What follows belongs to an exercise in optimizing a design on an open flow for a short achievable clock period and few clock cycles per item; a production flow would make more cautious choices.
Function was checked by simulation only, so behaviour that the tests miss may differ from the original.

==> run a: inputs <==
// wisc_pipe
module wisc_pipe (
   imem_addr, dmem_addr, dmem_wdata, dmem_rd, dmem_wr, halt,
   clk, rst, imem_rdata, dmem_rdata, mem_ready
   );
export LEC_CHECK = 0
export CAP_MARGIN = 20
export CORE_MARGIN = 2
export CORE_UTILIZATION = 40
export SLEW_MARGIN = 20
create_clock -name core_clock -period 10.0 [get_ports {clk}]
standard.sh (not shown) runs the stock make flow with config.mk's settings and CLKGATE_MAP_FILE= SYNTH_SCRIPT=/design/flow/synth_recipe.tcl, a recipe that flattens the netlist after the stock synthesis.
==> flow/flow/run.sh <==
#!/bin/bash
# The standard layout (standard.sh: standard synthesis and ORFS steps),
# with two knobs changed for a faster layout; the SDC is unchanged:
#  - the port buffers are buf_4 cells (the default choice is a weak
#    delay buffer, slow on the output paths).
set -euo pipefail
bash standard.sh SETUP_SLACK_MARGIN=7 TNS_END_PERCENT=100 \
  "BUFFER_PORTS_ARGS=-buffer_cell sky130_fd_sc_hd__buf_4" finish > standard_finish.log 2>&1
==> run b (differences from run a) <==
--- a/flow/design.v
+++ b/flow/design.v
@@ -39,86 +39,66 @@
          end else if (link) begin
             we = 1'b1; dst = 3'd7;
          end
          pdec = {we, dst, br, ld, st, stu, jreg, hlt, lbi, link};
       end
    endfunction
-   function [12:0] ksadd12;
-      input [11:0] a, b;
-      reg [11:0] g, p, gn, pn;
-      integer i, d;
-      begin
-         g = a & b;
-         p = a ^ b;
-         for (d = 1; d < 12; d = d * 2) begin
-            gn = g; pn = p;
-            for (i = d; i < 12; i = i + 1) begin
-               gn[i] = g[i] | (p[i] & g[i-d]);
-               pn[i] = p[i] & p[i-d];
-            end
-            g = gn; p = pn;
-         end
-         ksadd12 = {g[11], (a ^ b) ^ {g[10:0], 1'b0}};
-      end
-   endfunction
    reg [15:0] pc;
    reg        stopped;           
    reg        halt_q;
    reg        d_v;               
    reg [15:0] d_ir;
    reg [15:0] d_pc2;             
    reg        d_pt;              
    reg        d_we, d_br, d_ld, d_st, d_stu, d_jreg, d_halt, d_lbi, d_link;
    reg [2:0]  d_dst;
    reg [7:0]  d_rs_oh, d_rt_oh;  
    reg        d_fxrs, d_fxrt;    
-   reg        d_fwrs, d_fwrt;    
-   reg        w_we;              
-   reg [2:0]  w_dst;
-   reg [15:0] w_val;
    reg        x_v;               
    reg        x_we;
    reg [2:0]  x_dst;
    reg        x_rd, x_wr;
-   reg [15:0] x_a, x_b, x_sd, x_addr, x_eval;
+   reg [15:0] x_a, x_b, x_sd, x_imm, x_addr, x_eval;
+   reg        x_useimm, x_inva, x_invb;
    reg        x_early;           
    reg        x_addt;            
-   reg        r_add, r_sub, r_xor, r_andn, r_rol, r_sll, r_ror, r_srl, r_btr,
+   reg        r_add, r_xor, r_andn, r_rol, r_sll, r_ror, r_srl, r_btr,
               r_seq, r_slt, r_sle, r_sco, r_slbi, r_ev, r_ld;
    reg [15:0] rf [0:7];
-   wire [16:0] xs_add = {1'b0, x_a} + {1'b0, x_b};
-   wire [15:0] xs_dif = x_a + ~x_b + 16'd1;
-   wire [15:0] xs_sub = ~(x_a + ~x_b);
-   wire [3:0]  xsh  = x_b[3:0];
+   wire [15:0] xop  = x_useimm ? x_imm : x_b;
+   wire [15:0] xa   = x_a ^ {16{x_inva}};
+   wire [15:0] xb   = xop ^ {16{x_invb}};
+   wire        xcin = x_inva | x_invb;
+   wire [16:0] xsum = {1'b0, xa} + {1'b0, xb} + {16'b0, xcin};
+   wire [3:0]  xsh  = xop[3:0];
    wire [31:0] rol2 = {x_a, x_a} << xsh;
    wire [31:0] ror2 = {x_a, x_a} >> xsh;
    wire        xeq  = (x_a == x_b);
-   wire        xlt  = (x_a[15] ^ x_b[15]) ? x_a[15] : xs_dif[15];
+   wire        xlt  = (x_a[15] ^ x_b[15]) ? x_a[15] : xsum[15];
    reg  [15:0] xbtr;
    integer     k;
    always @(*) for (k = 0; k < 16; k = k + 1) xbtr[k] = x_a[15-k];
    wire [15:0] x_res =
-        ({16{r_add}}  & xs_add[15:0])
-      | ({16{r_sub}}  & xs_sub)
-      | ({16{r_xor}}  & (x_a ^ x_b))
-      | ({16{r_andn}} & (x_a & ~x_b))
+        ({16{r_add}}  & xsum[15:0])
+      | ({16{r_xor}}  & (x_a ^ xop))
+      | ({16{r_andn}} & (x_a & ~xop))
       | ({16{r_rol}}  & rol2[31:16])
       | ({16{r_sll}}  & (x_a << xsh))
       | ({16{r_ror}}  & ror2[15:0])
       | ({16{r_srl}}  & (x_a >> xsh))
       | ({16{r_btr}}  & xbtr)
       | ({16{r_seq}}  & {15'b0, xeq})
       | ({16{r_slt}}  & {15'b0, xlt})
       | ({16{r_sle}}  & {15'b0, xlt | xeq})
-      | ({16{r_sco}}  & {15'b0, xs_add[16]})
-      | ({16{r_slbi}} & {x_a[7:0], x_b[7:0]})
+      | ({16{r_sco}}  & {15'b0, xsum[16]})
+      | ({16{r_slbi}} & {x_a[7:0], x_imm[7:0]})
       | ({16{r_ev}}   & x_eval)
       | ({16{r_ld}}   & dmem_rdata);
-   wire [15:0] xp = x_a ^ x_b;
-   wire [15:0] xo = x_a | x_b;
-   wire        xsum_zero = r_sub ? xeq : (~xp[0] & (xp[15:1] == xo[14:0]));
+   wire [15:0] xp = xa ^ xb;
+   wire [15:0] xo = xa | xb;
+   wire        xsum_zero = (xp[0] == xcin) & (xp[15:1] == xo[14:0]);
    wire x_mem   = x_rd | x_wr;
    wire stall_x = x_mem & ~mem_ready;
    wire [4:0] op  = d_ir[15:11];
    wire [15:0] s5 = {{11{d_ir[4]}}, d_ir[4:0]};
    wire [15:0] z5 = {11'b0, d_ir[4:0]};
    wire [15:0] s8 = {{8{d_ir[7]}}, d_ir[7:0]};
@@ -139,15 +119,13 @@
       rf_rt = 16'h0000;
       for (j = 0; j < 8; j = j + 1) begin
          rf_rs = rf_rs | (rf[j] & {16{d_rs_oh[j]}});
          rf_rt = rf_rt | (rf[j] & {16{d_rt_oh[j]}});
       end
    end
-   wire [15:0] rs_rw = d_fwrs ? w_val : rf_rs;
-   wire [15:0] rt_rw = d_fwrt ? w_val : rf_rt;
-   wire [15:0] rsv = d_fxrs ? x_eval : rs_rw;    
+   wire [15:0] rsv = d_fxrs ? x_eval : rf_rs;    
    wire rs_late    = d_fxrs & ~x_early;
    wire br_eqne  = ~op[1];                         
    wire rs_zero  = rs_late ? xsum_zero : (rsv == 16'h0000);
    wire rs_neg   = rsv[15];
    reg  br_taken;
    always @(*) begin
@@ -179,19 +157,17 @@
    wire [15:0] iw   = imem_rdata;
    wire [11:0] f_dec = pdec(iw);
    wire [15:0] pc2  = pc + 16'd2;
    wire        f_j  = (iw[15:13] == 3'b001) & ~iw[11];    
    wire        f_br = (iw[15:13] == 3'b011);
    wire        f_pt = f_j | (f_br & (iw[7] | iw[11]));
-   wire [12:0] fb_s  = ksadd12({4'b0, pc2[7:0]}, {4'b0, iw[7:0]});
-   wire [8:0]  fb_lo = fb_s[8:0];
+   wire [8:0]  fb_lo = {1'b0, pc2[7:0]} + {1'b0, iw[7:0]};
    wire [7:0]  fb_hi = (fb_lo[8] & ~iw[7]) ? pc2[15:8] + 8'd1 :
                        (~fb_lo[8] & iw[7]) ? pc2[15:8] - 8'd1 :
                        pc2[15:8];
-   wire [12:0] fj_s  = ksadd12({1'b0, pc2[10:0]}, {1'b0, iw[10:0]});
-   wire [11:0] fj_lo = fj_s[11:0];
+   wire [11:0] fj_lo = {1'b0, pc2[10:0]} + {1'b0, iw[10:0]};
    wire [4:0]  fj_hi = (fj_lo[11] & ~iw[10]) ? pc2[15:11] + 5'd1 :
                        (~fj_lo[11] & iw[10]) ? pc2[15:11] - 5'd1 :
                        pc2[15:11];
    wire [15:0] f_tgt = f_j ? {fj_hi, fj_lo[10:0]} : {fb_hi, fb_lo[7:0]};
    wire f_go = ~stopped & ~haz_d & mem_ready;     
    always @(posedge clk) begin
@@ -199,39 +175,27 @@
          pc      <= 16'h0000;
          stopped <= 1'b0;
          halt_q  <= 1'b0;
          d_v     <= 1'b0;
          d_fxrs  <= 1'b0;
          d_fxrt  <= 1'b0;
-         d_fwrs  <= 1'b0;
-         d_fwrt  <= 1'b0;
       end else begin
          if (redir_d)
             pc <= tgt_d;
          else if (f_go)
             pc <= f_pt ? f_tgt : pc2;
          if (~hold_d) begin
             d_v  <= mem_ready & ~redir_d & ~stopped & ~(d_v & d_halt);
             if (d_v & d_halt) begin
                stopped <= 1'b1;
                halt_q  <= 1'b1;
             end
          end
-         if (stall_x) begin
-            d_fwrs <= 1'b0;
-            d_fwrt <= 1'b0;
-         end else if (haz_d) begin
-            d_fxrs <= 1'b0;
-            d_fxrt <= 1'b0;
-            d_fwrs <= d_fxrs;
-            d_fwrt <= d_fxrt;
-         end else begin
-            d_fxrs <= d_v & d_we & (d_dst == iw[10:8]);
-            d_fxrt <= d_v & d_we & (d_dst == iw[7:5]);
-            d_fwrs <= x_v & x_we & (x_dst == iw[10:8]);
-            d_fwrt <= x_v & x_we & (x_dst == iw[7:5]);
+         if (~stall_x) begin
+            d_fxrs <= ~haz_d & d_v & d_we & (d_dst == iw[10:8]);
+            d_fxrt <= ~haz_d & d_v & d_we & (d_dst == iw[7:5]);
          end
       end
    end
    always @(posedge clk) begin
       if (~hold_d) begin
          d_ir  <= iw;
@@ -259,16 +223,23 @@
          x_addt  <= i_addi | i_subi | i_arith & ~d_ir[1];
       end
    end
    always @(posedge clk) begin
       if (~stall_x) begin
          x_dst  <= d_dst;
+         x_a    <= d_fxrs ? x_res : rf_rs;
+         x_b    <= d_fxrt ? x_res : rf_rt;
          x_addr <= agu;
          x_eval <= d_lbi ? s8 : d_link ? d_pc2 : agu;
-         r_add  <= i_addi | (i_arith & d_ir[1:0] == 2'b00);
-         r_sub  <= i_subi | (i_arith & d_ir[1:0] == 2'b01);
+         x_imm  <= i_shi ? {12'b0, d_ir[3:0]} :
+                   (i_xori | i_andni) ? z5 :
+                   i_slbi ? {8'b0, d_ir[7:0]} : s5;
+         x_useimm <= ~(i_arith | i_shr | i_set);
+         x_inva <= i_subi | (i_arith & d_ir[1:0] == 2'b01);
+         x_invb <= i_set & (op[1:0] != 2'b11);
+         r_add  <= i_addi | i_subi | (i_arith & ~d_ir[1]);
          r_xor  <= i_xori | (i_arith & d_ir[1:0] == 2'b10);
          r_andn <= i_andni | (i_arith & d_ir[1:0] == 2'b11);
          r_rol  <= (i_shi & op[1:0] == 2'b00) | (i_shr & d_ir[1:0] == 2'b00);
          r_sll  <= (i_shi & op[1:0] == 2'b01) | (i_shr & d_ir[1:0] == 2'b01);
          r_ror  <= (i_shi & op[1:0] == 2'b10) | (i_shr & d_ir[1:0] == 2'b10);
          r_srl  <= (i_shi & op[1:0] == 2'b11) | (i_shr & d_ir[1:0] == 2'b11);
@@ -280,32 +251,18 @@
          r_slbi <= i_slbi;
          r_ev   <= d_lbi | d_link | d_stu;
          r_ld   <= d_ld;
       end
    end
    always @(posedge clk) begin
-      x_a <= d_fxrs ? x_res : rs_rw;
-      x_b <= i_shi ? {12'b0, d_ir[3:0]} :
-             (i_xori | i_andni) ? z5 :
-             i_slbi ? {8'b0, d_ir[7:0]} :
-             (i_addi | i_subi) ? s5 :
-             d_fxrt ? x_res : rt_rw;
-   end
-   always @(posedge clk) begin
       if (~stall_x & d_st)
-         x_sd <= d_fxrt ? x_res : rt_rw;
-   end
-   always @(posedge clk) begin
-      if (rst)
-         w_we <= 1'b0;
-      else
-         w_we <= x_we & ~stall_x;
-      w_dst <= x_dst;
-      w_val <= x_res;
-      if (w_we)
-         rf[w_dst] <= w_val;
+         x_sd <= d_fxrt ? x_res : rf_rt;
+   end
+   always @(posedge clk) begin
+      if (x_we)
+         rf[x_dst] <= x_res;
    end
    assign imem_addr  = pc;
    assign dmem_addr  = x_addr;
    assign dmem_wdata = x_sd;
    assign dmem_rd    = x_rd;
    assign dmem_wr    = x_wr;
==> flow/run.sh (new file) <==
#!/bin/bash
# synth_recipe.tcl (not shown) runs the flow's synth.tcl, then flattens the netlist and writes it again
# the make line also repeats each setting of config.mk as NAME=value (left out here)
make -C /OpenROAD-flow-scripts/flow DESIGN_CONFIG=/design/flow/config.mk WORK_HOME=/design/flow/orfs CLKGATE_MAP_FILE= SYNTH_SCRIPT=/design/flow/synth_recipe.tcl finish
--- a/flow/config.mk
+++ b/flow/config.mk
@@ -5,7 +5,8 @@
 export SDC_FILE = /design/flow/constraint.sdc
 export NUM_CORES = 4
 export LEC_CHECK = 0
 export CAP_MARGIN = 20
 export CORE_MARGIN = 2
 export CORE_UTILIZATION = 40
+export SETUP_SLACK_MARGIN = 5
 export SLEW_MARGIN = 20
removed: flow/flow/run.sh
removed: flow/standard.sh
==> run summary <==
metric                                                                          run b                   run a
Run status                                           no timing/DRC/antenna violations  no timing/DRC/antenna violations
Met1 track demand over resource in global routing                              36.89%                  38.41%
CP dominant cell by count                                     sky130_fd_sc_hd__a21o_1  sky130_fd_sc_hd__buf_4
Transition at the pin with the smallest max-transition slack                  1098 ps                 1072 ps
Drt total wl                                                                 72.35 mm                84.93 mm
Synthesized Nets                                                                2,168                   2,332
CP Data Arrival Time                                                          5210 ps                 4480 ps
Detailed-placement wirelength estimate                                       51.55 mm                53.75 mm
Worst r2r src                                                                x_useimm              d_rs_oh[0]
Area added between synthesis and finish                                        12.24%                  32.16%
Number of levels in the clock H-tree                                                1                       2
Insertion delay to the later sink of the worst-skew pair                       590 ps                  570 ps
Total routed wire length on the met1 layer                                   30.97 mm                34.19 mm
Worst-case setup slack after placement                                        4339 ps                 4893 ps
Depth of the worst register-to-register path                                       17                      16
Non-clock inverter total of the final layout                                       92                     101
Worst hold slack across all endpoints                                        469.7 ps                462.0 ps
Vias in the first global route                                                 16,460                  19,570
Testbench counts of run a, summed over its fixed seeds: cycles 42,736, instrs 39,926.
Testbench counts of run b, summed over its fixed seeds: cycles 42,736, instrs 39,926.

[static timing again, ports no longer ideal]
No port has a modelled driver above. Below, the same layouts with a new extraction and two added sets of constraints. Step 1, drivers: a clkbuf_16 drives clk and a buf_2 each remaining input, both assumed. Step 2 adds t to the input delays and takes it off the output delays; t is the mean of the earliest and latest rising clock arrival at the registers after step 1. Input paths then give back, and output paths get back, about the clock's delay inside the block. Slacks: ideal / step 1 / step 2; pairs: ideal / step 1.
run	t, ns	setup slack, ns	worst slew at a driven data input, ns
run a	0.609	5.951 / 5.966 / 5.357	0.06
run b	0.639	5.085 / 5.085 / 4.549	0.05
After both steps setup and hold are still met in every run listed. The setup slack of run a, which loses most, moves by +0.015 ns with the drivers and by -0.594 ns with both steps.
